What follows belongs to an exercise in optimizing a design on an open flow for small area and a short achievable clock period; a production flow would make more cautious choices.
RTL that was checked went through simulation tests only; none was proved equivalent to the original.
For run 1, only the layout was checked, not whether the RTL still works.
Power and IR drop assume default switching activity.

==> flow/design.v <==
module Camera_To_AXIS_Converter (
    input             clk,
    input             rst,
    input             i_frame_start,
    input             i_data_valid,
    input      [23:0] i_data,
    input      [11:0] i_vres,
    input      [11:0] i_hres,
    input             i_tready,
    output            o_tvalid,
    output            o_tlast,
    output            o_tuser,
    output     [23:0] o_tdata,
    output reg [15:0] o_frames_skipped,
    output reg        o_pushback_detected
);
    reg        fs_d;         
    reg        dv_d0;
    reg        dv_fe, dv_re, fs_re;
    reg        q;            
    reg [11:0] v_count;
    reg        v_zero, v_one, v_max;    
    reg [23:0] data_d0;
    wire fs_rise = ~fs_d & i_frame_start;
    always @(posedge clk or posedge rst) begin
        if (rst) begin
            fs_d    <= 1'b0;
            dv_d0   <= 1'b0;
            dv_fe   <= 1'b0;
            dv_re   <= 1'b0;
            fs_re   <= 1'b0;
            q       <= 1'b1;
            v_count <= 12'd0;
            v_zero  <= 1'b1;
            v_one   <= 1'b0;
            v_max   <= 1'b0;
        end else begin
            fs_d  <= i_frame_start;
            dv_d0 <= i_data_valid;
            dv_fe <= dv_d0 & ~i_data_valid;
            dv_re <= ~dv_d0 & i_data_valid;
            fs_re <= fs_rise;
            if (fs_re)
                q <= 1'b1;
            else if (dv_re && v_one)
                q <= 1'b0;
            if (fs_rise) begin
                v_count <= 12'd0;
                v_zero  <= 1'b1;
                v_one   <= 1'b0;
                v_max   <= 1'b0;
            end else if (dv_fe) begin
                v_count <= v_count + 12'd1;
                v_zero  <= v_max;
                v_one   <= v_zero;
                v_max   <= v_count == 12'hffe;
            end
        end
    end
    always @(posedge clk)
        data_d0 <= i_data;
    reg r1, r2, r3;
    always @(posedge clk or posedge rst) begin
        if (rst) r1 <= 1'b1;
        else     r1 <= 1'b0;
    end
    always @(posedge clk) begin
        r2 <= r1;
        r3 <= r2;
    end
    reg [6:0] wr_ptr_ahead;
    reg [6:0] wr_ptr;
    reg [6:0] rd_ptr_d1;     
    reg [25:0] mem [0:63];
    wire full_next = (wr_ptr_ahead[6] != rd_ptr_d1[6]) & (wr_ptr_ahead[5:0] == rd_ptr_d1[5:0]);
    wire v_nz_inc  = dv_fe ? ~v_max : ~v_zero;
    wire wr_try    = ~full_next & ~r2 & dv_d0 & v_nz_inc;
    wire wr_now    = wr_try & ~fs_rise;
    always @(posedge clk or posedge rst) begin
        if (rst)     wr_ptr_ahead <= 7'd0;
        else if (r2) wr_ptr_ahead <= 7'd0;
        else         wr_ptr_ahead <= wr_ptr_ahead + {6'd0, wr_now};
    end
    always @(posedge clk) begin
        wr_ptr <= wr_ptr_ahead;
        if (wr_try)
            mem[wr_ptr_ahead[5:0]] <= {dv_re & q, dv_d0 & ~i_data_valid, data_d0};
    end
    reg [6:0]  rd_ptr;
    reg [6:0]  wr_ptr_d1, wr_ptr_d2;
    reg        tv0, tv1;
    reg [25:0] st0, st1;
    reg        skip_frame;
    reg        tvalid_q;
    wire empty = rd_ptr == wr_ptr_d2;
    wire ready = i_tready | skip_frame;
    wire ld1   = ready | ~tv1;
    wire ld0   = ld1 | ~tv0;
    wire rd_en = ld0 & ~empty & ~r3;
    reg  [7:0]  ev_lo, od_lo;
    reg  [3:0]  ev_hi, od_hi;
    reg  [25:0] pf_even, pf_odd;
    reg  [25:0] ev_grp [0:3];
    reg  [25:0] od_grp [0:3];
    reg  [25:0] ev_data, od_data;
    integer g, k;
    always @(*) begin
        for (g = 0; g < 4; g = g + 1) begin
            ev_grp[g] = 26'd0;
            od_grp[g] = 26'd0;
            for (k = 0; k < 8; k = k + 1) begin
                ev_grp[g] = ev_grp[g] | (mem[16*g+2*k]   & {26{ev_lo[k]}});
                od_grp[g] = od_grp[g] | (mem[16*g+2*k+1] & {26{od_lo[k]}});
            end
        end
        ev_data = 26'd0;
        od_data = 26'd0;
        for (g = 0; g < 4; g = g + 1) begin
            ev_data = ev_data | (ev_grp[g] & {26{ev_hi[g]}});
            od_data = od_data | (od_grp[g] & {26{od_hi[g]}});
        end
    end
    always @(posedge clk) begin
        pf_even <= ev_data;
        pf_odd  <= od_data;
    end
    wire tv1_next = rst ? 1'b0 : (ld1 ? tv0 : tv1);
    always @(posedge clk) begin
        if (rst) begin
            rd_ptr    <= 7'd0;
            ev_lo     <= 8'd1;
            ev_hi     <= 4'd1;
            od_lo     <= 8'd1;
            od_hi     <= 4'd1;
            rd_ptr_d1 <= 7'd0;
            wr_ptr_d1 <= 7'd0;
            wr_ptr_d2 <= 7'd0;
            tv0       <= 1'b0;
        end else begin
            rd_ptr    <= r3 ? 7'd0 : rd_ptr + {6'd0, rd_en};
            if (r3) begin
                ev_lo <= 8'd1;
                ev_hi <= 4'd1;
                od_lo <= 8'd1;
                od_hi <= 4'd1;
            end else if (rd_en) begin
                if (!rd_ptr[0]) begin
                    ev_lo <= {ev_lo[6:0], ev_lo[7]};
                    if (ev_lo[7]) ev_hi <= {ev_hi[2:0], ev_hi[3]};
                end else begin
                    od_lo <= {od_lo[6:0], od_lo[7]};
                    if (od_lo[7]) od_hi <= {od_hi[2:0], od_hi[3]};
                end
            end
            rd_ptr_d1 <= rd_ptr;
            wr_ptr_d1 <= wr_ptr;
            wr_ptr_d2 <= wr_ptr_d1;
            tv0       <= ~r3 & (~ld0 | ~empty);
        end
        tv1 <= tv1_next;
        if (ld1) st1 <= st0;
        if (ld0) st0 <= rd_ptr[0] ? pf_odd : pf_even;
    end
    reg [13:0] h_cnt1, v_cnt1;
    wire skip_set = tv1 & st1[25] & ~i_tready & ~skip_frame;
    wire skip_end = (h_cnt1 == {2'b00, i_hres}) & (v_cnt1 == {2'b00, i_vres});
    wire h_lt = (i_hres == 12'd0) | (h_cnt1 < {2'b00, i_hres});
    wire v_lt = (i_vres == 12'd0) | (v_cnt1 < {2'b00, i_vres});
    wire [13:0] h_inc = h_cnt1[13] ? 14'd1 : h_cnt1 + 14'd1;
    wire [13:0] v_inc = v_cnt1[13] ? 14'd1 : v_cnt1 + 14'd1;
    wire skip_next = rst ? 1'b0 : skip_set ? 1'b1 : skip_end ? 1'b0 : skip_frame;
    always @(posedge clk) begin
        skip_frame <= skip_next;
        tvalid_q   <= tv1_next & ~skip_next;
        if (rst) begin
            o_frames_skipped    <= 16'd0;
            o_pushback_detected <= 1'b0;
        end else if (skip_set) begin
            o_frames_skipped    <= o_frames_skipped + 16'd1;
            o_pushback_detected <= 1'b1;
        end
        if (rst || !skip_frame) begin
            h_cnt1 <= 14'd1;
            v_cnt1 <= 14'd1;
        end else if (tv1) begin
            if (h_lt) begin
                h_cnt1 <= h_inc;
            end else begin
                h_cnt1 <= 14'd1;
                v_cnt1 <= v_lt ? v_inc : 14'd1;
            end
        end
    end
    assign o_tvalid = tvalid_q;
    assign o_tdata  = st1[23:0];
    assign o_tlast  = st1[24];
    assign o_tuser  = st1[25];
endmodule
module camera_to_axis (
    input          clk,
    input          rst,
    input          i_frame_start,
    input          i_data_valid,
    input  [23:0]  i_data,
    input  [11:0]  i_vres,
    input  [11:0]  i_hres,
    input          i_tready,
    output         o_tvalid,
    output         o_tlast,
    output         o_tuser,
    output [23:0]  o_tdata,
    output [15:0]  o_frames_skipped,
    output         o_pushback_detected
);
    Camera_To_AXIS_Converter u_conv (
        .clk                 (clk),
        .rst                 (rst),
        .i_frame_start       (i_frame_start),
        .i_data_valid        (i_data_valid),
        .i_data              (i_data),
        .i_vres              (i_vres),
        .i_hres              (i_hres),
        .i_tready            (i_tready),
        .o_tvalid            (o_tvalid),
        .o_tlast             (o_tlast),
        .o_tuser             (o_tuser),
        .o_tdata             (o_tdata),
        .o_frames_skipped    (o_frames_skipped),
        .o_pushback_detected (o_pushback_detected)
    );
endmodule
==> flow/run.sh <==
#!/bin/bash
# synth_recipe.tcl (not shown) runs the flow's synth.tcl, then flattens the netlist and writes it again
# the make line also repeats each setting of config.mk as NAME=value (left out here)
make -C /OpenROAD-flow-scripts/flow DESIGN_CONFIG=/design/flow/config.mk WORK_HOME=/design/flow/orfs CLKGATE_MAP_FILE= SYNTH_SCRIPT=/design/flow/synth_recipe.tcl finish
==> flow/config.mk <==
export PLATFORM = sky130hd
export DESIGN_NAME = camera_to_axis
export DESIGN_NICKNAME = camera_to_axis
export VERILOG_FILES = /design/flow/design.v
export SDC_FILE = /design/flow/constraint.sdc
export NUM_CORES = 4
export LEC_CHECK = 0
export CAP_MARGIN = 20
export CORE_MARGIN = 2
export CORE_UTILIZATION = 60
export CTS_CLUSTER_DIAMETER = 60
export CTS_CLUSTER_SIZE = 30
export PLACE_DENSITY = 0.75
export SETUP_SLACK_MARGIN = 2.7
export SLEW_MARGIN = 20
==> flow/constraint.sdc <==
create_clock -name core_clock -period 5.0 [get_ports {clk}]
set_input_delay 1.0000 -clock core_clock [delete_from_list [all_inputs] [get_ports {clk}]]
set_output_delay 1.0000 -clock core_clock [all_outputs]
set_load 0.01 [all_outputs]
==> summary.txt, run 1 <==
| Result | This run |
|:---|:---|
| Detailed-route DRC error count | 0 |
| CTS H-Tree Depth | 3 |
| Clock insertion delay at the later pin of the skew report | 750 ps |
| Cells along the critical path | xnor2_2 > nand4_1 > o2111ai_4 > nor2_4 > buf_12 > buf_8 > nand2_8 > buf_12 > nor2_2 > buf_4 |
| Fin. max-slew vios | 0 |
| Root cell of the clock tree | clkbuf_16 |
| Reg2reg path depth | 10 |
| CP delay by family, top | buffers and inverters |
| Antenna violation net count after detailed routing | 0 |
| Wire length of the first global-routing pass | 268.5 mm |
| Crit. End Element | flop |
| Setup violators final | 0 |
| Library cells used by synthesis | 56 |
| Largest net degree at the start of global routing | 107 |
| Crit path required time | 5450 ps |
| Share of synthesized area occupied by flip-flops and latches | 80.84% |
| Mean instance size in the synthesized netlist | 17.39 um^2 |
| Area growth from synthesis to final layout | 18.46% |
| Reg2Reg Setup Slack | 2500 ps |
| Global Route Usage Sum | 31.63% |
| Commonest non-fill, non-tap cell in the layout | edfxtp_1 |
| Routed length per instance | 35.28 um |
| Cell count after synthesis | 3983 |
| Warnings, synthesis | 3 |
| Final min period | 2500 ps |
| Hold path cells | 0 |
| Outcome | no timing/DRC/antenna violations |
| Die outline area | 118200 um^2 |
| Most instantiated flip-flop cell in the synthesis netlist | edfxtp_1 |
| Hold endpoint | u_conv.r2 |
| Most frequent cell on the critical path | buf_12 |
| Number of violations of the max-capacitance limit | 0 |
| Count of hold buffers inserted by post-cts repair | 0 |
| Die width | 343.7 um |
| Register clock-pin slew on the reported worst setup and hold paths | 100 ps |
| Final estimated routing congestion in global placement | 0.8078 |
| Number of nets at the end of the flow | 4481 |
| Destination of the worst register-to-register timing path | u_conv.mem[20][3] |
| Global route total overflow | 0 |
| Portion of total power attributed to the clock network | 36.5% |
| Cell area after synthesis | 69250 um^2 |
| Tightest slew margin relative to the limit | 26.14% |
| Max Fanout on Critical Path | 6 |
| Most frequent cells in the layout | 1716 x edfxtp_1, 912 x a22oi_1, 222 x nand4_1, 191 x buf_4, 139 x buf_12 |
| Antenna violations before repair | 12 |
| Relative contribution of sequential cells to total power | 61.6% |
| Number of synthesized register bits | 1931 |
| Class of the tightest hold or removal check | reg -> reg |
| Slew at the pin with the worst max-slew slack | 1108 ps |
| Leakage power figure | 25.73 nW |
| Fraction of power spent switching nets | 21.78% |
| Number of sinks handled by clock tree synthesis | 1931 |
| Aggregate routed wire length | 211.9 mm |
| Worst Path Arrival | 2950 ps |
| Chip Height | 343.7 um |
| Detailed-placement wirelength estimate | 91.48 mm |
| Number of global-route vias before repair | 38930 |
| Synthesized Nets | 4070 |
| Ys async rst share | 1.502% |
| Layout cell share with drive strength beyond 1 | 22.35% |
| Setup TNS | 0 ps |
| Fmax achieved | 399.9 MHz |
| Reg-to-reg startpoint | u_conv.wr_ptr_ahead[0] |
| Slowest CP cell | dfrtp_2 |
| Worst-case vdd ir drop | 0.0003006 V |
| Via Count | 43910 |
| Cell internal pwr | 22.40 mW |
| CP startpoint kind | flop |
| Crit path largest cell delay | 480 ps |
| Worst hold margin | 419.0 ps |
| Number of port buffers | 96 |
| Switching power of the nets | 6.238 mW |
| Combinational share of power | 1.9% |
| Via-per-instance ratio | 7.310 |
| CTS tree | yes |
| Post-Route Skew | 48.16 ps |
| I/O Pins | 97 |
| Power Dens Cells | 349.0 nW/um^2 |
| Drt first-iter violations | 8041 |
| Core ar. | 114300 um^2 |
| Launch instance of the worst min-delay path | u_conv.r1 |
| Fillers | 6314 |
| Count of final hold-check violations | 0 |
| RSZ-0062 raised after global routing | true |
| Total CTS buffers | 111 |
| Site Rows | 124 |
| DR pass1 iterations | 8 |
| Critical path buffers and inverters | 4 |
| Number of enable flip-flop cells after synthesis | 1716 |
| Clock Tree Buf Depth | 3 |
| Critical path type | reg -> reg |
| Tcrit/Tclk final | 50.01% |
| Starting density of the core | 60.56% |
==> routing by layer <==
| layer | vias to the layer above | wire length [um] | GRT usage, % | share of wire (%) |
|---|---|---|---|---|
| met4 | 16 | 11280 | 11.21 | 5.3 |
| met2 | 4446 | 94700 | 47.71 | 45 |
| li1 | 17170 | - | - | - |
| met1 | 21520 | 71170 | 45.25 | 34 |
| met5 | - | 266 | 0.7612 | 0.13 |
| met3 | 757 | 34450 | 8.101 | 16 |
==> power groups by stage <==
stage | clock network (mW) | registers [mW] | logic [mW]
6_report | 10.4 | 17.6 | 0.557
5_1_grt | 10.9 | 17.6 | 0.575
4_1_cts | 10.3 | 17.6 | 0.496
3_5_place_dp | 0 | 18.0 | 0.487
3_3_place_gp | 0 | 18.0 | 0.469
2_1_floorplan | 0 | 18.1 | 0.127
==> registers in the layout, indices dropped and copies added (netlist names), 8 cells and up <==
signal / count
u_conv.st1: 26
u_conv.h_cnt1: 14
u_conv.pf_odd: 26
u_conv.mem: 1664
u_conv.data_d0: 24
u_conv.od_lo: 8
u_conv.st0: 26
u_conv.v_cnt1: 14
u_conv.o_frames_skipped: 16
u_conv.v_count: 12
u_conv.pf_even: 26
u_conv.ev_lo: 8
==> cell type report <==
class	instances	area, um^2	share of cell area, %
tap	1512	1892	2.306
sequential	1931	56130	68.42
timing repair buffer	478	5660	6.900
clock inverter	80	929.6	1.133
multi-input combinational	1837	14270	17.40
timing repair inverter	1	5.005	0.006101
inverter	34	161.4	0.1967
antenna	6	15.01	0.01830
clock buffer	127	2968	3.618
==> cell families after synthesis <==
logic type / count (synthesis) / share of synthesized area, %
other: 1 / 0.005415
muxes: 54 / 0.8275
xor gates and xnor gates: 50 / 0.6324
buffers and inverters: 278 / 1.521
AOI/OAI and AO/OA: 1011 / 10.88
DFF: 1931 / 80.84
and+or+nand+nor: 624 / 4.685
adders and majority gates: 34 / 0.6143
==> how the worst max path moves through the flow <==
stage | to | cells after the start | startpoint
2_1_floorplan | u_conv.v_cnt1[12] | 8 | i_hres[10]
3_5_place_dp | u_conv.v_cnt1[5] | 9 | i_hres[9]
3_3_place_gp | u_conv.v_cnt1[7] | 9 | i_hres[9]
4_1_cts | u_conv.mem[9][19] | 3 | u_conv.wr_ptr_ahead[4]
6_report | u_conv.mem[20][3] | 10 | u_conv.wr_ptr_ahead[0]
5_1_grt | u_conv.mem[20][21] | 10 | u_conv.wr_ptr_ahead[0]
==> synth_stat cells, drive strengths merged, types with 26 or more instances <==
master,instances,share of area [%]
xor2,34,0.43
nor2,148,0.81
inv,34,0.18
edfxtp,1716,74
nand2,103,0.56
mux2,26,0.42
ha,34,0.61
dfrtp,26,0.94
mux2i,28,0.40
nand3,42,0.30
clkbuf,200,1.1
a22oi,936,10
nand4,222,2.0
buf,44,0.25
dfxtp,186,5.4
nor2b,32,0.29
==> what timing repair did <==
action	in CTS	in global routing
pin swaps	63	97
gates resized for setup	314	156
buffers inserted	167	139
gates cloned	42	30
endpoints found under the setup margin	1777	1549
==> per-stage QoR <==
stage               area, um^2  instances  utilization [%]  setup slack [ps]  total power [mW]
finish                   82040       6006            71.74              2500             28.63
global route             82020       6000            71.73              2510             29.15
CTS                      79220       5828            69.28              2105             28.38
detailed placement       72760       5412            63.64              1348             18.49
global placement         72720       5410            63.60              1436             18.47
floorplan                70240       3983                -              2363             18.21
==> run 2: changes to the inputs <==
--- a/flow/design.v
+++ b/flow/design.v
@@ -72,12 +72,32 @@
     reg [6:0] wr_ptr;
-    reg [6:0] rd_ptr_d1;     
+    reg [7:0] wr_lo, wr_hi;
+    reg       full_q;
     reg [25:0] mem [0:63];
-    wire full_next = (wr_ptr_ahead[6] != rd_ptr_d1[6]) & (wr_ptr_ahead[5:0] == rd_ptr_d1[5:0]);
+    wire [6:0] rd_ptr;
     wire v_nz_inc  = dv_fe ? ~v_max : ~v_zero;
-    wire wr_try    = ~full_next & ~r2 & dv_d0 & v_nz_inc;
+    wire wr_try    = ~full_q & ~r2 & dv_d0 & v_nz_inc;
     wire wr_now    = wr_try & ~fs_rise;
     always @(posedge clk or posedge rst) begin
-        if (rst)     wr_ptr_ahead <= 7'd0;
-        else if (r2) wr_ptr_ahead <= 7'd0;
-        else         wr_ptr_ahead <= wr_ptr_ahead + {6'd0, wr_now};
+        if (rst) begin
+            wr_ptr_ahead <= 7'd0;
+            wr_lo        <= 8'd1;
+            wr_hi        <= 8'd1;
+        end else if (r2) begin
+            wr_ptr_ahead <= 7'd0;
+            wr_lo        <= 8'd1;
+            wr_hi        <= 8'd1;
+        end else if (wr_now) begin
+            wr_ptr_ahead <= wr_ptr_ahead + 7'd1;
+            wr_lo        <= {wr_lo[6:0], wr_lo[7]};
+            if (wr_lo[7]) wr_hi <= {wr_hi[6:0], wr_hi[7]};
+        end
+    end
+    wire [6:0] wr_fill = wr_ptr_ahead - rd_ptr;
+    always @(posedge clk) begin
+        if (rst)
+            full_q <= 1'b0;
+        else if (r2)
+            full_q <= rd_ptr == 7'd64;
+        else
+            full_q <= wr_now ? (wr_fill == 7'd63) : (wr_fill == 7'd64);
     end
@@ -85,6 +105,12 @@
         wr_ptr <= wr_ptr_ahead;
-        if (wr_try)
-            mem[wr_ptr_ahead[5:0]] <= {dv_re & q, dv_d0 & ~i_data_valid, data_d0};
-    end
-    reg [6:0]  rd_ptr;
+    end
+    wire [25:0] wr_data = {dv_re & q, dv_d0 & ~i_data_valid, data_d0};
+    integer w;
+    always @(posedge clk) begin
+        for (w = 0; w < 64; w = w + 1)
+            if (wr_try & wr_hi[w / 8] & wr_lo[w % 8])
+                mem[w] <= wr_data;
+    end
+    reg [6:0]  rd_ptr_q;
+    assign rd_ptr = rd_ptr_q;
     reg [6:0]  wr_ptr_d1, wr_ptr_d2;
@@ -129,3 +155,3 @@
         if (rst) begin
-            rd_ptr    <= 7'd0;
+            rd_ptr_q  <= 7'd0;
             ev_lo     <= 8'd1;
@@ -134,3 +160,2 @@
             od_hi     <= 4'd1;
-            rd_ptr_d1 <= 7'd0;
             wr_ptr_d1 <= 7'd0;
@@ -139,3 +164,3 @@
         end else begin
-            rd_ptr    <= r3 ? 7'd0 : rd_ptr + {6'd0, rd_en};
+            rd_ptr_q  <= r3 ? 7'd0 : rd_ptr + {6'd0, rd_en};
             if (r3) begin
@@ -154,3 +179,2 @@
             end
-            rd_ptr_d1 <= rd_ptr;
             wr_ptr_d1 <= wr_ptr;
--- a/flow/config.mk
+++ b/flow/config.mk
@@ -13,3 +13,3 @@
 export PLACE_DENSITY = 0.75
-export SETUP_SLACK_MARGIN = 2.7
+export SETUP_SLACK_MARGIN = 2.5
 export SLEW_MARGIN = 20
==> run 2 against run 1 <==
Against the previous run: still clean; area after synthesis rose by 1.3%; design area down 2.8%; utilization shrank 3.0 points; register-to-register slack got worse by 90 ps; global-route usage about the same; wire length decreased by 8.0%; final cell count shrank 2.5%; sequential power about the same; maximum frequency is 3.3% lower; critical endpoint is now u_conv.pf_odd[11]; largest cell class unchanged.
==> summary.txt, run 2 <==
| Result | This run | vs previous |
|:---|:---|:---|
| Sequential standard cell area | 56390 um^2 | +0.45% |
| Reg2reg path depth | 5 | -5 |
| CP startpoint kind | flop |  |
| Detailed-route DRC error count | 0 | unchanged |
| Final min period | 2586 ps | +86.07 ps |
| Hold path cells | 0 | unchanged |
| Number of port buffers | 96 | unchanged |
| Site Rows | 125 | +0.81% |
| Die width | 345.9 um | +0.62% |
| Wire length of the first global-routing pass | 274.3 mm | +2.2% |
| Multiplexer area fraction after synthesis | 0.8386% | +0.011 points |
| Final estimated routing congestion in global placement | 0.8606 | +6.5% |
| Crit path required time | 5560 ps | +110 ps |
| Slowest CP cell | dfxtp_4 |  |
| Dominant combinational cell family by area after synthesis | compound AO/OA/AOI/OAI gates |  |
| Root cell of the clock tree | clkbuf_16 |  |
| Critical path buffers and inverters | 1 | -3 |
| Fraction of the mapped netlist area in simple logic gates | 4.835% | +0.15 points |
| Layout Cells excl Fill | 5855 | -2.5% |
| Clock Tree Buf Depth | 3 | unchanged |
| Ranking of synthesized cells by area | edfxtp_1 73%, a22oi_1 10%, dfxtp_1 5.1% |  |
| Reg-to-reg startpoint | u_conv.od_lo[7] |  |
| Number of flip-flops under the largest register name | 1664 | unchanged |
| Post-Route Skew | 34.51 ps | -13.64 ps |
| DR pass1 iterations | 8 | unchanged |
| Number of nets at the end of the flow | 4320 | -3.6% |
| Antenna cell count | 0 | -6 |
| Number of cells in the design after placement | 5494 | +1.5% |
| Layout cell share with drive strength beyond 1 | 15.54% | -6.8 points |
| Drt first-iter violations | 7246 | -9.9% |
| Most frequent cell after synthesis | edfxtp_1 |  |
| Area growth from synthesis to final layout | 13.74% |  |
| Synthesized Nets | 4146 | +1.9% |
| Setup violators final | 0 | unchanged |
| Commonest non-fill, non-tap cell in the layout | edfxtp_1 |  |
| Fmax achieved | 386.6 MHz | -3.3% |
| Number of sinks handled by clock tree synthesis | 1941 | +0.52% |
| Routed length per instance | 33.29 um | -5.6% |
| Worst hold margin | 404.8 ps | -14.27 ps |
| Aggregate routed wire length | 194.9 mm | -8.0% |
| Starting density of the core | 60.43% | -0.14 points |
| Most instantiated flip-flop cell in the synthesis netlist | edfxtp_1 |  |
| Synthesized-area fraction occupied by xor and xnor cells | 0.5870% | -0.045 points |
| Top cells by instance count after synthesis | 1716 x edfxtp_1, 936 x a22oi_1, 216 x nand4_1, 215 x clkbuf_1, 180 x dfxtp_1 |  |
| Cells along the critical path | buf_4 > a22oi_1 > nand4_1 > a22oi_1 > nand2_1 |  |
| Crit path largest cell delay | 630 ps | +150 ps |
| Die outline area | 119600 um^2 | +1.2% |
| Fillers | 7108 | +13% |
| Final setup slack of the worst path | 2414 ps | -86.07 ps |
| Via Count | 41820 | -4.7% |
| Critical path type | reg -> reg |  |
| Final Core Density | 68.73% | -3.0 points |
| Mean instance size in the synthesized netlist | 17.30 um^2 | -0.49% |
| CTS tree | yes |  |
| Max Fanout on Critical Path | 60 | +54 |
| Post-synth top area cell | edfxtp_1 |  |
| Clock insertion delay at the later pin of the skew report | 750 ps | about the same |
| Power consumption | 29.22 mW | +2.1% |
| Most frequent cells in the layout | 1716 x edfxtp_1, 923 x a22oi_1, 216 x nand4_1, 126 x dfxtp_1, 123 x nand2_1 |  |
| Number of global-route vias before repair | 39630 | +1.8% |
| Detailed-placement wirelength estimate | 91.82 mm | +0.37% |
| Count of hold buffers inserted by post-cts repair | 0 | unchanged |
| Ys async rst share | 2.318% | +0.82 points |
| Area of placed instances | 73090 um^2 | +0.45% |
| Global Route Usage Sum | 31.65% | about the same |
| Crit. End Element | flop |  |
| Core ar. | 116000 um^2 | +1.5% |
| Worst-case setup slack after placement | 957.0 ps | -391.2 ps |
| Number of logic stages on the critical path including buffering | 5 | -5 |
| RSZ-0062 raised after global routing | true |  |
| Worst-case vdd ir drop | 0.0003624 V | +21% |
| Launch instance of the worst min-delay path | u_conv.r1 |  |
| Largest net degree at the start of global routing | 90 | -16% |
| Adder-cell share of the synthesized area | 0.7244% | +0.11 points |
| Number of enable flip-flop cells after synthesis | 1716 | unchanged |
| Finished layout cell area | 79760 um^2 | -2.8% |
| I/O Pins | 97 | unchanged |
| Cell count after synthesis | 4053 | +1.8% |
| Fin. max-slew vios | 0 | unchanged |
| Tightest slew margin relative to the limit | 23.48% | -2.7 points |
| Cell area after synthesis | 70120 um^2 | +1.3% |
| Footprint of the multi-input gates | 14190 um^2 | -0.56% |
| Post-synth top area share | 73.48% | -0.93 points |
| Count of final hold-check violations | 0 | unchanged |
| Outcome | no timing/DRC/antenna violations |  |
| Crit. Startpoint | u_conv.od_lo[7] |  |
| Slew at the pin with the worst max-slew slack | 1148 ps | +39.91 ps |
| CP delay by family, top | compound AO/OA/AOI/OAI gates |  |
| Register clock-pin slew on the reported worst setup and hold paths | 90 ps | about the same |
| Total CTS buffers | 116 | +4.5% |
| Complex-gate fraction of the synthesized area | 11.17% | +0.29 points |
| Chip Height | 345.9 um | +0.62% |
| Setup TNS | 0 ps | unchanged |
| Antenna violation net count after detailed routing | 0 | unchanged |
| Class of the tightest hold or removal check | reg -> reg |  |
| Most frequent cell on the critical path | a22oi_1 |  |
| Worst Path Arrival | 3150 ps | +200 ps |
| Number of violations of the max-capacitance limit | 0 | unchanged |
| Power Dens Cells | 366.4 nW/um^2 | +5.0% |
| Number of synthesized register bits | 1941 | +0.52% |
| Global route total overflow | 0 | unchanged |
| Share of synthesized area occupied by flip-flops and latches | 80.24% | -0.60 points |
| Library cells used by synthesis | 70 | +25% |
| Antenna violations before repair | 8 | -4 |
| Leakage power figure | 25.34 nW | -1.5% |
| CTS H-Tree Depth | 3 | unchanged |
| Via-per-instance ratio | 7.143 | -2.3% |
| Tcrit/Tclk final | 51.73% | +1.7 points |
| Warnings, synthesis | 4 | +1 |
==> run 2: cell types whose count changed after synthesis, moves of 15 or more <==
cell / delta
a21oi_1: +16
nor2_1: -63
clkbuf_1: +15
nand2_1: +21
nand3_1: -16
and3_1: +68
==> run 2: what timing repair did <==
action,in CTS,in global routing
setup buffers,20,55
resized for setup,221,60
cloned,63,1
setup endpoints to repair,1736,1201
pin swaps,19,17
==> run 2: logic make-up (layout without fill, tap and decap cells) <==
group | after synthesis | after routing
AND/OR/NAND/NOR | 619 | 680
AO/OA/AOI/OAI | 1056 | 1056
buffers and inverters | 294 | 511
adder cells (fa/ha/maj) | 40 | 40
XOR/XNOR | 47 | 47
other | 1 | 1
multiplexers | 55 | 55
flip-flops | 1941 | 1941
==> run 2: routing by layer <==
metal	up-vias	share of wire [%]	track usage, %
met5	-	0.013	0
met4	4	4.5	13.23
met3	509	15	8.208
met2	3513	45	46.73
met1	20730	36	45.31
li1	17070	-	-
==> run 2: final timing paths <==
path,end,slack [ps]
setup / recovery,u_conv.pf_odd[11],2410
hold / removal,u_conv.r2,400
setup reg to reg,u_conv.pf_odd[11],2410
hold reg to reg,u_conv.r2,400
max in group asynchronous,u_conv.wr_ptr_ahead[0],3480
min in group asynchronous,u_conv.wr_ptr_ahead[6],1080
==> run 2: area by class of cell <==
cell class	count	area share (%)
Inverter	44	0.2447
Multi-Input combinational cell	1879	17.79
Clock inverter	95	1.605
Sequential cell	1941	70.69
Clock buffer	127	3.757
Timing Repair Buffer	245	3.515
Tap cell	1524	2.391
==> run 2: power by group <==
| group | internal, mW | switching, mW | total [mW] |
|---|---|---|---|
| Combinational | 0.140 | 0.383 | 0.523 |
| Sequential | 17.7 | 0.0907 | 17.8 |
| Clock | 5.08 | 5.86 | 10.9 |
| Total | 22.9 | 6.33 | 29.2 |
==> run 3: changes to the inputs <==
--- a/flow/config.mk
+++ b/flow/config.mk
@@ -13,3 +13,3 @@
 export PLACE_DENSITY = 0.75
-export SETUP_SLACK_MARGIN = 2.5
+export SETUP_SLACK_MARGIN = 2.7
 export SLEW_MARGIN = 20
==> run 3 against run 2 <==
Against the previous run: via count is 3.6% higher; register-to-register slack better by 270 ps; critical endpoint is now o_tdata[21]; area after synthesis stayed put; still clean on timing, DRC and antenna; largest cell class unchanged; clock skew is 14 ps higher; utilization is 1.5 points higher; critical path type is now reg -> out.
==> summary.txt, run 3 <==
| Result | This run | vs previous |
|:---|:---|:---|
| Detailed-route DRC error count | 0 | unchanged |
| Final setup slack of the worst path | 2528 ps | +114.7 ps |
| Top cells by instance count after synthesis | 1716 x edfxtp_1, 936 x a22oi_1, 216 x nand4_1, 215 x clkbuf_1, 180 x dfxtp_1 |  |
| Starting density of the core | 60.43% | unchanged |
| Area growth from synthesis to final layout | 16.23% |  |
| Final estimated routing congestion in global placement | 0.8489 | -1.4% |
| Number of synthesized register bits | 1941 | unchanged |
| Outcome | no timing/DRC/antenna violations |  |
| Core ar. | 116000 um^2 | unchanged |
| Cell area after synthesis | 70120 um^2 | unchanged |
| Most instantiated flip-flop cell in the synthesis netlist | edfxtp_1 |  |
| Cell count after synthesis | 4053 | unchanged |
| Most frequent cell after synthesis | edfxtp_1 |  |
| Critical path buffers and inverters | 1 | unchanged |
| Site Rows | 125 | unchanged |
| Largest net degree at the start of global routing | 95 | +5.6% |
| CTS H-Tree Depth | 3 | unchanged |
| Number of sinks handled by clock tree synthesis | 1941 | unchanged |
| Leakage power figure | 25.91 nW | +2.3% |
| CP delay by family, top | flip-flops |  |
| CP startpoint kind | flop |  |
| Crit. End Element | output pin |  |
| Clock insertion delay at the later pin of the skew report | 760 ps | about the same |
| Share of synthesized area occupied by flip-flops and latches | 80.24% | unchanged |
| Worst hold margin | 373.7 ps | -31.05 ps |
| Count of hold buffers inserted by post-cts repair | 0 | unchanged |
| Critical path type | reg -> out |  |
| RSZ-0062 raised after global routing | true |  |
| Fin. max-slew vios | 0 | unchanged |
| Number of global-route vias before repair | 40650 | +2.6% |
| Mean instance size in the synthesized netlist | 17.30 um^2 | unchanged |
| Post-synth top area share | 73.48% | unchanged |
| Antenna violation net count after detailed routing | 0 | unchanged |
| Number of violations of the max-capacitance limit | 0 | unchanged |
| Global route total overflow | 0 | unchanged |
| Cells along the critical path | buf_2 |  |
| Aggregate routed wire length | 206.2 mm | +5.8% |
| Crit path largest cell delay | 510 ps | -120 ps |
| Ranking of synthesized cells by area | edfxtp_1 73%, a22oi_1 10%, dfxtp_1 5.1% |  |
| Post-synth top area cell | edfxtp_1 |  |
| Die width | 345.9 um | unchanged |
| Tcrit/Tclk final | 49.44% | -2.3 points |
| Worst Path Arrival | 1470 ps | -1680 ps |
| Synthesized Nets | 4146 | unchanged |
| Commonest non-fill, non-tap cell in the layout | edfxtp_1 |  |
| Number of port buffers | 96 | unchanged |
| Finished layout cell area | 81500 um^2 | +2.2% |
| Root cell of the clock tree | clkbuf_16 |  |
| Slew at the pin with the worst max-slew slack | 1282 ps | +133.7 ps |
| Number of enable flip-flop cells after synthesis | 1716 | unchanged |
| Number of flip-flops under the largest register name | 1664 | unchanged |
| Tightest slew margin relative to the limit | 14.57% | -8.9 points |
| Drt first-iter violations | 7880 | +8.7% |
| Worst-case vdd ir drop | 0.0002838 V | -22% |
| Setup violators final | 0 | unchanged |
| Reg2Reg Setup Slack | 2680 ps | +270 ps |
| Ys async rst share | 2.318% | unchanged |
| Chip Height | 345.9 um | unchanged |
| Routed length per instance | 34.66 um | +4.1% |
| Library cells used by synthesis | 70 | unchanged |
| Area of placed instances | 73320 um^2 | +0.30% |
| DR pass1 iterations | 6 | -2 |
| Max Fanout on Critical Path | 1 | -98% |
| Wire length of the first global-routing pass | 285.5 mm | +4.1% |
| Slowest CP cell | edfxtp_1 |  |
| Setup TNS | 0 ps | unchanged |
| Crit path required time | 4000 ps | -1560 ps |
| Antenna violations before repair | 6 | -2 |
| Worst-case setup slack after placement | 1032 ps | +75.12 ps |
| Fmax achieved | 404.6 MHz | +4.6% |
| Most frequent cells in the layout | 1716 x edfxtp_1, 913 x a22oi_1, 216 x nand4_1, 131 x and3_4, 125 x buf_12 |  |
| Register clock-pin slew on the reported worst setup and hold paths | 90 ps | about the same |
| Global Route Usage Sum | 33.14% | +1.5 points |
| Clock Tree Buf Depth | 3 | unchanged |
| Class of the tightest hold or removal check | reg -> reg |  |
| Via-per-instance ratio | 7.285 | +2.0% |
| Detailed-placement wirelength estimate | 91.61 mm | -0.22% |
| Number of nets at the end of the flow | 4414 | +2.2% |
| Via Count | 43330 | +3.6% |
| Layout cell share with drive strength beyond 1 | 19.92% | +4.4 points |
| CTS tree | yes |  |
| Fillers | 6786 | -4.5% |
| Post-Route Skew | 48.27 ps | +13.76 ps |
| Power Dens Cells | 360.2 nW/um^2 | -1.7% |
| Count of final hold-check violations | 0 | unchanged |
| Die outline area | 119600 um^2 | unchanged |
| Total CTS buffers | 115 | -0.86% |
| I/O Pins | 97 | unchanged |
| Warnings, synthesis | 4 | unchanged |
| Final min period | 2472 ps | -114.7 ps |
[run 3: cell counts after synthesis]
No cell type changed its count.
[run 3: metal layers]
metal,GRT usage [%],part of all wire [%],wire length (um),up-vias
met2,49.60,45,92380,3920
met1,46.67,35,72230,21490
li1,-,-,-,17260
met4,14.70,5.2,10710,10
met5,0,0.034,70,-
met3,8.337,15,30770,645
[run 3: final timing paths]
kind,from,endpoint,depth (start not counted)
min,u_conv.r1,u_conv.r2,0
min in group asynchronous,rst,u_conv.wr_ptr_ahead[5],4
max,u_conv.st1[21],o_tdata[21],1
max reg2reg,u_conv.od_lo[1],u_conv.pf_odd[12],5
max in group asynchronous,rst,u_conv.dv_fe,4
min reg2reg,u_conv.r1,u_conv.r2,0
[run 3: final cells by class]
type | instances | area, um^2 | area share, %
Antenna cell | 1 | 2.502 | 0.003070
Clock buffer | 121 | 2964 | 3.637
Clock inverter | 98 | 1290 | 1.583
Inverter | 44 | 193.9 | 0.2379
Multi-Input combinational cell | 1883 | 14520 | 17.81
Sequential cell | 1941 | 56430 | 69.24
Tap cell | 1524 | 1907 | 2.340
Timing Repair Buffer | 336 | 4198 | 5.150
[run 3: logic make-up (layout without fill, tap and decap cells)]
family                   count (synthesis)  in the layout  share of synthesized area (%)
AND/OR/NAND/NOR                        619            684                          4.835
adder cells (fa/ha/maj)                 40             40                         0.7244
buffers and inverters                  294            599                          1.606
XOR/XNOR                                47             47                         0.5870
multiplexers                            55             55                         0.8386
other                                    1              2                       0.005348
AO/OA/AOI/OAI                         1056           1056                          11.17
flip-flops                            1941           1941                          80.24
[run 3: repair_timing]
action,in CTS,in global routing
setup buffers,124,46
gates resized for setup,367,109
gates cloned,67,1
endpoints found under the setup margin,1805,484
hold endpoints to repair,0,0
pin swaps,25,30
[run 3: report_power, final]
group	internal [mW]	leakage (nW)	total [mW]	switching (mW)
clock	5.22	2.06	11.1	5.85
sequential	17.7	17.7	17.7	0.0655
combinational	0.142	6.16	0.566	0.424
[run 3: stage by stage]
stage                     util, %  power [mW]  instances
after global placement      63.18       18.57       5489
after global routing        70.23       29.98       5947
after detailed placement    63.18       18.60       5489
after floorplan                 -       18.32       4053
final                       70.23       29.36       5948
after CTS                   69.35       29.30       5899
==> run 4: changes to the inputs <==
--- a/flow/config.mk
+++ b/flow/config.mk
@@ -9,6 +9,6 @@
 export CORE_MARGIN = 2
-export CORE_UTILIZATION = 60
+export CORE_UTILIZATION = 65
 export CTS_CLUSTER_DIAMETER = 60
 export CTS_CLUSTER_SIZE = 30
-export PLACE_DENSITY = 0.75
+export PLACE_DENSITY = 0.8
 export SETUP_SLACK_MARGIN = 2.7
==> run 4 against run 3 <==
Against the previous run: utilization rose by 5.9 points; synthesized cell count did not move; sequential cell count did not move; non-clock buffer count fell by 7; wire length rose by 7.0%; largest cell class unchanged; now fails the layout checks on max-capacitance violations, max-slew violations; power barely moved; clock power barely moved; area after synthesis did not move; global-route usage rose by 1.3 points; setup slack got worse by 71 ps.
==> summary.txt, run 4 <==
| Result | This run | vs previous |
|:---|:---|:---|
| Top cells by instance count after synthesis | 1716 x edfxtp_1, 936 x a22oi_1, 216 x nand4_1, 215 x clkbuf_1, 180 x dfxtp_1 |  |
| Detailed-placement wirelength estimate | 91.75 mm | +0.15% |
| Number of flip-flops under the largest register name | 1664 | unchanged |
| Largest net degree at the start of global routing | 113 | +19% |
| CTS H-Tree Depth | 3 | unchanged |
| Layout violations | max-capacitance violations, max-slew violations |  |
| Die outline area | 110500 um^2 | -7.6% |
| Library cells used by synthesis | 70 | unchanged |
| I/O Pins | 97 | unchanged |
| RSZ-0062 raised after global routing | true |  |
| Starting density of the core | 65.50% | +5.1 points |
| Cell count after synthesis | 4053 | unchanged |
| Fmax achieved | 393.3 MHz | -2.8% |
| Chip Height | 332.5 um | -3.9% |
| Aggregate routed wire length | 220.5 mm | +7.0% |
| Crit path largest cell delay | 620 ps | +110 ps |
| Footprint of the multi-input gates | 14910 um^2 | +2.7% |
| Hold endpoint | u_conv.r2 |  |
| DR pass1 iterations | 9 | +3 |
| Post-synth top area cell | edfxtp_1 |  |
| Destination of the worst register-to-register timing path | u_conv.pf_odd[2] |  |
| Number of sinks handled by clock tree synthesis | 1941 | unchanged |
| Worst Path Arrival | 3120 ps | +1650 ps |
| Worst-case vdd ir drop | 0.0004527 V | +59% |
| Power Dens Cells | 360.5 nW/um^2 | about the same |
| Reg-to-reg startpoint | u_conv.od_lo[4] |  |
| Number of port buffers | 96 | unchanged |
| Count of final hold-check violations | 0 | unchanged |
| Ranking of synthesized cells by area | edfxtp_1 73%, a22oi_1 10%, dfxtp_1 5.1% |  |
| Clock insertion delay at the later pin of the skew report | 790 ps | +30 ps |
| Number of violations of the max-capacitance limit | 2 | +2 |
| Routed length per instance | 37.60 um | +8.5% |
| Cells along the critical path | buf_6 > a22oi_1 > nand4_1 > a22oi_1 > nand2_1 |  |
| Class of the tightest hold or removal check | reg -> reg |  |
| Warnings, synthesis | 4 | unchanged |
| Slew at the pin with the worst max-slew slack | 1598 ps | +316.9 ps |
| Die width | 332.5 um | -3.9% |
| Reg2Reg Setup Slack | 2460 ps | -220 ps |
| Most frequent cell on the critical path | a22oi_1 |  |
| Setup violators final | 0 | unchanged |
| Setup TNS | 0 ps | unchanged |
| Leakage power figure | 26.01 nW | +0.41% |
| Share of synthesized area occupied by flip-flops and latches | 80.24% | unchanged |
| Final min period | 2543 ps | +70.79 ps |
| Cell area after synthesis | 70120 um^2 | unchanged |
| Number of nets at the end of the flow | 4448 | +0.77% |
| Tightest slew margin relative to the limit | -6.559% | -21 points |
| Commonest non-fill, non-tap cell in the layout | edfxtp_1 |  |
| Number of global-route vias before repair | 40170 | -1.2% |
| Mean instance size in the synthesized netlist | 17.30 um^2 | unchanged |
| Reg2reg path depth | 5 | unchanged |
| Power consumption | 29.39 mW | about the same |
| Slowest CP cell | a22oi_1 |  |
| CTS tree | yes |  |
| Final estimated routing congestion in global placement | 0.8493 | about the same |
| CP startpoint kind | flop |  |
| Root cell of the clock tree | clkbuf_16 |  |
| Global route total overflow | 0 | unchanged |
| Number of enable flip-flop cells after synthesis | 1716 | unchanged |
| Hold path cells | 0 | unchanged |
| Number of synthesized register bits | 1941 | unchanged |
| Via-per-instance ratio | 7.763 | +6.6% |
| Ys async rst share | 2.318% | unchanged |
| Synthesized Nets | 4146 | unchanged |
| Antenna violation net count after detailed routing | 0 | unchanged |
| Crit. End Element | flop |  |
| Antenna violations before repair | 8 | +2 |
| Post-Route Skew | 77.48 ps | +29.21 ps |
| Launch instance of the worst min-delay path | u_conv.r1 |  |
| Drt first-iter violations | 9156 | +16% |
| Fin. max-slew vios | 54 | +54 |
| Layout cell share with drive strength beyond 1 | 20.27% | +0.36 points |
| Wire length of the first global-routing pass | 274.8 mm | -3.8% |
| Max Fanout on Critical Path | 42 | +41 |
| Sequential standard cell area | 56430 um^2 | about the same |
| Area growth from synthesis to final layout | 16.26% | about the same |
| Clock Tree Buf Depth | 3 | unchanged |
| Core ar. | 107100 um^2 | -7.8% |
| Crit path required time | 5580 ps | +1580 ps |
| Global Route Usage Sum | 34.48% | +1.3 points |
| Fillers | 5271 | -22% |
| Detailed-route DRC error count | 0 | unchanged |
| Most frequent cells in the layout | 1716 x edfxtp_1, 912 x a22oi_1, 216 x nand4_1, 147 x and3_4, 122 x nand2_1 |  |
| Total CTS buffers | 111 | -3.5% |
| Critical path type | reg -> reg |  |
| Site Rows | 120 | -4.0% |
| Register clock-pin slew on the reported worst setup and hold paths | 110 ps | +20 ps |
| Most frequent cell after synthesis | edfxtp_1 |  |
| Tcrit/Tclk final | 50.85% | +1.4 points |
| Post-synth top area share | 73.48% | unchanged |
| Most instantiated flip-flop cell in the synthesis netlist | edfxtp_1 |  |
| Outcome | complete, but fails checks |  |
| Count of hold buffers inserted by post-cts repair | 0 | unchanged |
| Via Count | 45530 | +5.1% |
-- run 4: logic make-up after synthesis --
logic type / after synthesis / synth area share (%)
other cells: 1 / 0.005348
fa+ha+maj: 40 / 0.7244
simple gates: 619 / 4.835
xor+xnor: 47 / 0.5870
mux: 55 / 0.8386
buf+inv: 294 / 1.606
flops: 1941 / 80.24
compound gates: 1056 / 11.17
-- run 4: cell type report --
| type | count | area share, % |
|---|---|---|
| Clock buffer | 124 | 3.624 |
| Antenna cell | 8 | 0.02456 |
| Inverter | 44 | 0.2379 |
| Tap cell | 1403 | 2.153 |
| Timing Repair Buffer | 329 | 4.890 |
| Multi-Input combinational cell | 1928 | 18.29 |
| Sequential cell | 1941 | 69.22 |
| Clock inverter | 88 | 1.565 |
-- run 4: per-stage QoR --
step / worst slack (ps) / hold WS (ps) / util, % / cells / area (um^2)
floorplan: 2323 / 329.0 / - / 4053 / 70770
global placement: 1063 / 386.6 / 68.31 / 5368 / 73120
detailed placement: 1034 / 393.2 / 68.32 / 5369 / 73140
CTS: 2519 / 406.6 / 73.40 / 5674 / 78580
global route: 2423 / 417.8 / 76.13 / 5857 / 81500
finish: 2457 / 421.6 / 76.15 / 5865 / 81520
-- run 4: power breakdown --
| part | internal [mW] | leakage [nW] | switching (mW) |
|---|---|---|---|
| Clock | 4.92 | 2.03 | 6.11 |
| Sequential | 17.7 | 17.7 | 0.0918 |
| Combinational | 0.152 | 6.29 | 0.440 |
-- run 4: how the worst max path moves through the flow --
stage / start / endpoint / slack, ps / depth (start not counted)
after global placement: i_vres[4] / u_conv.v_cnt1[13] / 1060 / 9
final: u_conv.od_lo[4] / u_conv.pf_odd[2] / 2460 / 5
after detailed placement: i_vres[4] / u_conv.v_cnt1[13] / 1030 / 9
after global routing: u_conv.rd_ptr_q[2] / u_conv.full_q / 2420 / 8
after CTS: u_conv.st1[19] / o_tdata[19] / 2520 / 1
after floorplan: i_hres[11] / u_conv.v_cnt1[3] / 2320 / 9
-- run 4: metal layers --
metal | global-route usage, % | wire length, um | vias to the layer above
met5 | 0 | 30 | -
met4 | 15.49 | 15700 | 4
met3 | 9.218 | 38600 | 1089
met2 | 51.57 | 96600 | 5189
met1 | 48.30 | 69580 | 21840
li1 | - | - | 17410
-- run 4: worst max-delay path: cells and delay by family, from the launching register on --
kind	cells	cell delay [ps]
AO/OA/AOI/OAI	2	870
AND/OR/NAND/NOR	2	500
buffers and inverters	1	330
flip-flops	1	580
-- run 4: what timing repair did --
action / CTS / global route
setup endpoints to repair: 1793 / 1672
gates cloned: 61 / 56
gates resized for setup: 374 / 120
pin swaps: 28 / 22
buffers inserted: 32 / 127
==> run 5: changes to the inputs <==
--- a/flow/config.mk
+++ b/flow/config.mk
@@ -13,3 +13,3 @@
 export PLACE_DENSITY = 0.8
-export SETUP_SLACK_MARGIN = 2.7
+export SETUP_SLACK_MARGIN = 2.5
 export SLEW_MARGIN = 20
==> run 5 against run 4 <==
Against the previous run: sequential share of layout area up 3.3 points; clock skew shrank 45 ps; synthesized cell count unchanged; die area is the same; final cell count shrank 4.3%; the run now finishes clean.
==> summary.txt, run 5 <==
| Result | This run | vs previous |
|:---|:---|:---|
| Die outline area | 110500 um^2 | unchanged |
| Reg2reg path depth | 5 | unchanged |
| Antenna violation net count after detailed routing | 0 | unchanged |
| Most frequent cells in the layout | 1716 x edfxtp_1, 924 x a22oi_1, 216 x nand4_1, 129 x dfxtp_1, 123 x nand2_1 |  |
| Worst Path Arrival | 3100 ps | -20 ps |
| Relative contribution of sequential cells to total power | 61.7% | +1.3 points |
| Drt first-iter violations | 6417 | -30% |
| Starting density of the core | 65.50% | unchanged |
| DR pass1 iterations | 6 | -3 |
| Detailed-placement wirelength estimate | 91.99 mm | +0.26% |
| Fraction of power spent switching nets | 21.95% | -0.66 points |
| Number of flip-flops under the largest register name | 1664 | unchanged |
| CTS H-Tree Depth | 3 | unchanged |
| Cell area after synthesis | 70120 um^2 | unchanged |
| Number of port buffers | 96 | unchanged |
| Post-Route Skew | 32.90 ps | -44.58 ps |
| Share of synthesized area occupied by flip-flops and latches | 80.24% | unchanged |
| Clock Tree Buf Depth | 3 | unchanged |
| Count of final hold-check violations | 0 | unchanged |
| Max Fanout on Critical Path | 56 | +33% |
| Fmax achieved | 396.6 MHz | +0.83% |
| CTS tree | yes |  |
| Via-per-instance ratio | 7.311 | -5.8% |
| Wire length of the first global-routing pass | 259.4 mm | -5.6% |
| I/O Pins | 97 | unchanged |
| Routed length per instance | 32.93 um | -12% |
| RSZ-0062 raised after global routing | true |  |
| Die width | 332.5 um | unchanged |
| Core ar. | 107100 um^2 | unchanged |
| Via Count | 41050 | -9.8% |
| Largest net degree at the start of global routing | 84 | -26% |
| Top cells by instance count after synthesis | 1716 x edfxtp_1, 936 x a22oi_1, 216 x nand4_1, 215 x clkbuf_1, 180 x dfxtp_1 |  |
| Aggregate routed wire length | 184.9 mm | -16% |
| Number of synthesized register bits | 1941 | unchanged |
| Power consumption | 28.80 mW | -2.0% |
| Final setup slack of the worst path | 2478 ps | +20.96 ps |
| Global Route Usage Sum | 32.18% | -2.3 points |
| Class of the tightest hold or removal check | reg -> reg |  |
| Final Core Density | 72.68% | -3.5 points |
| Setup TNS | 0 ps | unchanged |
| Register clock-pin slew on the reported worst setup and hold paths | 90 ps | -20 ps |
| Setup violators final | 0 | unchanged |
| Antenna violations before repair | 6 | -2 |
| Crit. End Element | flop |  |
| Portion of total power attributed to the clock network | 36.6% | -1.0 points |
| Worst hold margin | 406.6 ps | -14.96 ps |
| Root cell of the clock tree | clkbuf_16 |  |
| Mean instance size in the synthesized netlist | 17.30 um^2 | unchanged |
| Commonest non-fill, non-tap cell in the layout | edfxtp_1 |  |
| Total CTS buffers | 109 | -1.8% |
| Worst-case vdd ir drop | 0.0003398 V | -25% |
| Clock insertion delay at the later pin of the skew report | 740 ps | -50 ps |
| Power Dens Cells | 370.2 nW/um^2 | +2.7% |
| Warnings, synthesis | 4 | unchanged |
| Most frequent cell after synthesis | edfxtp_1 |  |
| Combinational share of power | 1.7% | -0.3 points |
| Chip Height | 332.5 um | unchanged |
| Leakage power figure | 24.49 nW | -5.8% |
| Ys async rst share | 2.318% | unchanged |
| Outcome | no timing/DRC/antenna violations |  |
| Library cells used by synthesis | 70 | unchanged |
| Detailed-route DRC error count | 0 | unchanged |
| Number of global-route vias before repair | 39000 | -2.9% |
| Area growth from synthesis to final layout | 10.95% |  |
| Tightest slew margin relative to the limit | 26.68% | +33 points |
| Ranking of synthesized cells by area | edfxtp_1 73%, a22oi_1 10%, dfxtp_1 5.1% |  |
| Number of violations of the max-capacitance limit | 0 | -2 |
| Cell count after synthesis | 4053 | unchanged |
| Critical path type | reg -> reg |  |
| Most instantiated flip-flop cell in the synthesis netlist | edfxtp_1 |  |
| Number of sinks handled by clock tree synthesis | 1941 | unchanged |
| Layout Cells excl Fill | 5615 | -4.3% |
| Site Rows | 120 | unchanged |
| Area of placed instances | 72880 um^2 | -0.35% |
| Switching power of the nets | 6.323 mW | -4.8% |
| Hold path cells | 0 | unchanged |
| Fin. max-slew vios | 0 | -100% |
| Layout cell share with drive strength beyond 1 | 13.06% | -7.2 points |
| Final min period | 2522 ps | -20.96 ps |
| Fillers | 5995 | +14% |
| Crit path required time | 5580 ps | about the same |
| Slew at the pin with the worst max-slew slack | 1100 ps | -498.5 ps |
| Finished layout cell area | 77800 um^2 | -4.6% |
| Cell internal pwr | 22.48 mW | -1.2% |
| Number of nets at the end of the flow | 4208 | -5.4% |
| Number of cells in the design after placement | 5366 | -0.056% |
| Tcrit/Tclk final | 50.43% | -0.42 points |
| Global route total overflow | 0 | unchanged |
| Worst-case setup slack after placement | 1012 ps | -21.56 ps |
| Count of hold buffers inserted by post-cts repair | 0 | unchanged |
| Synthesized Nets | 4146 | unchanged |
| Number of enable flip-flop cells after synthesis | 1716 | unchanged |
| Post-synth top area share | 73.48% | unchanged |
| Post-synth top area cell | edfxtp_1 |  |
| Final estimated routing congestion in global placement | 0.8327 | -2.0% |
| CP startpoint kind | flop |  |
## run 5: changes by cell type in the layout (fill, tap and decap cells not counted), sizes merged, moves of 2 or more
cell,change
diode,-7
and3,-85
dlymetal6s2s,+2
clkinv,+4
dlygate4sd2,+39
clkbuf,-19
clkdlybuf4s50,+9
inv,+2
buf,-193
## run 5: worst paths after layout
check	start	endpoint	slack [ps]
max	u_conv.od_lo[6]	u_conv.pf_odd[14]	2480
min	u_conv.r1	u_conv.r2	410
max reg2reg	u_conv.od_lo[6]	u_conv.pf_odd[14]	2480
min reg2reg	u_conv.r1	u_conv.r2	410
max in group asynchronous	rst	u_conv.dv_fe	3370
min in group asynchronous	rst	u_conv.wr_ptr_ahead[6]	1140
## run 5: kinds of logic (layout without fill, tap and decap cells)
logic type | count (synthesis) | in the layout | share of synthesized area, %
flip-flops | 1941 | 1941 | 80.24
AO/OA/AOI/OAI | 1056 | 1058 | 11.17
AND/OR/NAND/NOR | 619 | 642 | 4.835
buffers and inverters | 294 | 427 | 1.606
multiplexers | 55 | 55 | 0.8386
XOR/XNOR | 47 | 47 | 0.5870
adder cells (fa/ha/maj) | 40 | 40 | 0.7244
other | 1 | 2 | 0.005348
## run 5: timing repair
action / in CTS / in global routing
setup endpoints to repair: 1756 / 1401
buffers inserted: 9 / 6
pin swaps: 13 / 22
cloned: 8 / 17
resized for setup: 160 / 64
## run 5: metal layers
layer | wire length, um | track usage (%) | up-vias
met5 | 36 | 0 | -
met4 | 6540 | 11.31 | 6
met3 | 27950 | 7.620 | 383
met2 | 84750 | 48.72 | 3486
met1 | 65650 | 46.64 | 20430
li1 | - | - | 16750
## run 5: area by class of cell
type | instances | area (um^2) | area share [%]
Tap cell | 1403 | 1755 | 2.256
Timing Repair Buffer | 176 | 1605 | 2.063
Inverter | 44 | 195.2 | 0.2509
Clock buffer | 114 | 2789 | 3.585
Antenna cell | 1 | 2.502 | 0.003216
Clock inverter | 93 | 1294 | 1.663
Sequential cell | 1941 | 56380 | 72.47
Multi-Input combinational cell | 1843 | 13780 | 17.71
## run 5: worst max-delay path, stage by stage, from the launching register on
cell	delay, ps
dfxtp_4	600
buf_4	430
a22oi_1	260
nand4_1	150
a22oi_1	640
nand2_1	200
## run 5: power groups by stage
stage | logic [mW] | clock network (mW) | registers, mW
after floorplan | 0.140 | 0 | 18.2
after global placement | 0.446 | 0 | 18.1
after detailed placement | 0.468 | 0 | 18.1
after CTS | 0.470 | 10.6 | 17.8
after global routing | 0.517 | 11.1 | 17.8
final | 0.490 | 10.6 | 17.8
==> run 6: changes to the inputs <==
--- a/flow/config.mk
+++ b/flow/config.mk
@@ -13,3 +13,3 @@
 export PLACE_DENSITY = 0.8
-export SETUP_SLACK_MARGIN = 2.5
+export SETUP_SLACK_MARGIN = 2.6
 export SLEW_MARGIN = 20
==> run 6 against run 5 <==
Against the previous run: still clean on timing, DRC and antenna; synthesized cell count is the same; combinational power is 3% higher; sequential share of layout area down 0.20 points; largest cell class unchanged.
==> summary.txt, run 6 <==
| Result | This run | vs previous |
|:---|:---|:---|
| Worst-case setup slack after placement | 972.4 ps | -39.87 ps |
| Worst-case vdd ir drop | 0.0002870 V | -16% |
| Layout cell share with drive strength beyond 1 | 14.90% | +1.8 points |
| Synthesized Nets | 4146 | unchanged |
| Hold endpoint | u_conv.r2 |  |
| Post-synth top area cell | edfxtp_1 |  |
| Tightest slew margin relative to the limit | 33.63% | +7.0 points |
| Class of the tightest hold or removal check | reg -> reg |  |
| Routed length per instance | 33.12 um | +0.57% |
| CTS H-Tree Depth | 3 | unchanged |
| Via Count | 41300 | +0.61% |
| Detailed-route DRC error count | 0 | unchanged |
| Tcrit/Tclk final | 49.26% | -1.2 points |
| Chip Height | 332.5 um | unchanged |
| Crit. Startpoint | u_conv.dv_fe |  |
| Largest net degree at the start of global routing | 107 | +27% |
| Area of placed instances | 72940 um^2 | about the same |
| Fmax achieved | 406.0 MHz | +2.4% |
| Root cell of the clock tree | clkbuf_16 |  |
| Slew at the pin with the worst max-slew slack | 995.5 ps | -104.3 ps |
| Count of hold buffers inserted by post-cts repair | 0 | unchanged |
| Complex-gate fraction of the synthesized area | 11.17% | unchanged |
| Number of nets at the end of the flow | 4230 | +0.52% |
| Die outline area | 110500 um^2 | unchanged |
| Power consumption | 28.77 mW | about the same |
| Number of global-route vias before repair | 39770 | +2.0% |
| Area growth from synthesis to final layout | 11.32% |  |
| Clock Tree Buf Depth | 3 | unchanged |
| Final estimated routing congestion in global placement | 0.8560 | +2.8% |
| I/O Pins | 97 | unchanged |
| Crit path required time | 5350 ps | -230 ps |
| Most instantiated flip-flop cell in the synthesis netlist | edfxtp_1 |  |
| Finished layout cell area | 78060 um^2 | +0.34% |
| Most frequent cells in the layout | 1716 x edfxtp_1, 929 x a22oi_1, 216 x nand4_1, 123 x nand2_1, 119 x clkbuf_16 |  |
| Antenna violations before repair | 8 | +2 |
| Number of enable flip-flop cells after synthesis | 1716 | unchanged |
| Number of violations of the max-capacitance limit | 0 | unchanged |
| CTS tree | yes |  |
| Global Route Usage Sum | 32.27% | +0.085 points |
| Power Dens Cells | 368.6 nW/um^2 | -0.43% |
| Share of synthesized area occupied by flip-flops and latches | 80.24% | unchanged |
| Number of synthesized register bits | 1941 | unchanged |
| Worst Path Arrival | 2820 ps | -280 ps |
| Cell area after synthesis | 70120 um^2 | unchanged |
| Die width | 332.5 um | unchanged |
| Number of sinks handled by clock tree synthesis | 1941 | unchanged |
| Final min period | 2463 ps | -58.69 ps |
| Launch instance of the worst min-delay path | u_conv.r1 |  |
| RSZ-0062 raised after global routing | true |  |
| Dominant combinational cell family by area after synthesis | compound AO/OA/AOI/OAI gates |  |
| Total CTS buffers | 112 | +2.8% |
| Wire length of the first global-routing pass | 261.4 mm | +0.78% |
| Detailed-placement wirelength estimate | 91.76 mm | -0.25% |
| Adder-cell share of the synthesized area | 0.7244% | unchanged |
| CP startpoint kind | flop |  |
| Setup TNS | 0 ps | unchanged |
| Reg-to-reg startpoint | u_conv.dv_fe |  |
| Final Core Density | 72.92% | +0.25 points |
| Crit. End Element | flop |  |
| Fin. max-slew vios | 0 | unchanged |
| Outcome | no timing/DRC/antenna violations |  |
| Library cells used by synthesis | 70 | unchanged |
| Register clock-pin slew on the reported worst setup and hold paths | 100 ps | about the same |
| Leakage power figure | 24.53 nW | +0.16% |
| Core ar. | 107100 um^2 | unchanged |
| Setup violators final | 0 | unchanged |
| Starting density of the core | 65.50% | unchanged |
| Post-synth top area share | 73.48% | unchanged |
| Drt first-iter violations | 7154 | +11% |
| Clock insertion delay at the later pin of the skew report | 740 ps | about the same |
| Max Fanout on Critical Path | 26 | -54% |
| Commonest non-fill, non-tap cell in the layout | edfxtp_1 |  |
| Ys async rst share | 2.318% | unchanged |
| Warnings, synthesis | 4 | unchanged |
| Via-per-instance ratio | 7.322 | +0.15% |
| Reg2reg path depth | 5 | unchanged |
| Destination of the worst register-to-register timing path | u_conv.mem[20][11] |  |
| Fillers | 5863 | -2.2% |
| Synthesized-area fraction occupied by xor and xnor cells | 0.5870% | unchanged |
| Final setup slack of the worst path | 2537 ps | +58.69 ps |
| Fraction of the mapped netlist area in simple logic gates | 4.835% | unchanged |
| Cell count after synthesis | 4053 | unchanged |
| Count of final hold-check violations | 0 | unchanged |
| Antenna violation net count after detailed routing | 0 | unchanged |
| Reg2Reg Setup Slack | 2540 ps | +60 ps |
| Critical path type | reg -> reg |  |
| Number of flip-flops under the largest register name | 1664 | unchanged |
| Mean instance size in the synthesized netlist | 17.30 um^2 | unchanged |
| Global route total overflow | 0 | unchanged |
| Most frequent cell after synthesis | edfxtp_1 |  |
| Number of port buffers | 96 | unchanged |
| Aggregate routed wire length | 186.8 mm | +1.0% |
| Post-Route Skew | 43.55 ps | +10.65 ps |
| DR pass1 iterations | 8 | +2 |
| Hold path cells | 0 | unchanged |
| Ranking of synthesized cells by area | edfxtp_1 73%, a22oi_1 10%, dfxtp_1 5.1% |  |
| Top cells by instance count after synthesis | 1716 x edfxtp_1, 936 x a22oi_1, 216 x nand4_1, 215 x clkbuf_1, 180 x dfxtp_1 |  |
| Multiplexer area fraction after synthesis | 0.8386% | unchanged |
| Site Rows | 120 | unchanged |
-- run 6: cell counts after synthesis --
Identical to the previous run, type by type.
-- run 6: per-stage QoR --
step / cells / hold WS, ps
CTS: 5605 / 401.0
global route: 5639 / 406.7
finish: 5641 / 402.0
floorplan: 4053 / 329.0
detailed placement: 5370 / 389.9
global placement: 5367 / 386.0
-- run 6: final cells by class --
cell class | instances | area [um^2] | share of cell area (%)
antenna | 2 | 5.005 | 0.006411
clock buffer | 125 | 2958 | 3.789
clock inverter | 88 | 1061 | 1.359
inverter | 44 | 195.2 | 0.2500
multi-input combinational | 1839 | 13810 | 17.69
sequential | 1941 | 56420 | 72.27
tap | 1403 | 1755 | 2.249
timing repair buffer | 199 | 1862 | 2.385
-- run 6: logic make-up (layout without fill, tap and decap cells) --
group | Yosys count | in the layout
other | 1 | 3
adder cells (fa/ha/maj) | 40 | 40
XOR/XNOR | 47 | 47
AND/OR/NAND/NOR | 619 | 639
AO/OA/AOI/OAI | 1056 | 1057
multiplexers | 55 | 55
flip-flops | 1941 | 1941
buffers and inverters | 294 | 456
-- run 6: where the power goes --
part | internal [mW] | switching [mW] | total (mW)
registers | 17.7 | 0.0900 | 17.8
clock network | 4.88 | 5.63 | 10.5
logic | 0.133 | 0.372 | 0.504
total | 22.7 | 6.09 | 28.8
-- run 6: worst max-delay path, stage by stage (launching register included) --
cell	delay, ps
dfrtp_2	480
mux2_4	360
nor3_4	220
buf_4	190
buf_6	250
and3_4	570
-- run 6: worst max-delay path by stage --
stage / slack [ps] / cells past startpoint / to
global route: 2470 / 4 / u_conv.mem[55][25]
global placement: 1060 / 9 / u_conv.v_cnt1[13]
CTS: 2420 / 4 / u_conv.mem[18][20]
floorplan: 2330 / 9 / u_conv.v_cnt1[3]
detailed placement: 970 / 9 / u_conv.v_cnt1[13]
finish: 2540 / 5 / u_conv.mem[20][11]
-- run 6: repair_timing --
item                       in CTS  in global routing
setup endpoints to repair    1678               1711
cloned                          2                 23
resized for setup             273                104
buffers inserted               20                 11
pin swaps                      14                 20
-- run 6: routing by layer --
metal  track usage (%)  up-vias  routed length [um]
li1                  -    16780                   -
met1             45.83    20580               65750
met2             49.21     3494               86070
met3             8.261      433               28220
met4             11.59       14                6687
met5                 0        -                 118

[separate check: timing with driven ports]
Ports are ideal in the flow. The routed layouts listed here were re-timed in OpenROAD.
Step 1, drivers: a clkbuf_16 drives clk and a buf_2 each remaining input, both assumed.
Step 2 times the ports against the registers' clock, not the clock port: input delays grow and output delays shrink by t, the midpoint of the rising clock arrivals with the driver on.
Three values: no drivers, after step 1, after step 2; two values: the first two.
| run | t (ns) | slack for setup (ns) | worst setup path at the end | latest minus earliest clock arrival (ns) |
|---|---|---|---|---|
| run 1 | 0.802 | 2.500 / 2.478 / 1.932 | input to register | 0.062 / 0.063 |
| run 2 | 0.804 | 2.414 / 2.414 / 1.784 | input to register | 0.043 / 0.042 |
| run 3 | 0.812 | 2.528 / 2.455 / 1.905 | input to register | 0.052 / 0.053 |
| run 4 | 0.820 | 2.457 / 2.451 / 1.987 | input to register | 0.080 / 0.080 |
| run 5 | 0.800 | 2.478 / 2.433 / 1.764 | input to register | 0.035 / 0.035 |
| run 6 | 0.787 | 2.537 / 2.517 / 1.856 | input to register | 0.048 / 0.048 |
The setup slack of run 5, which loses most, moves by -0.045 ns with the drivers and by -0.714 ns with both steps.
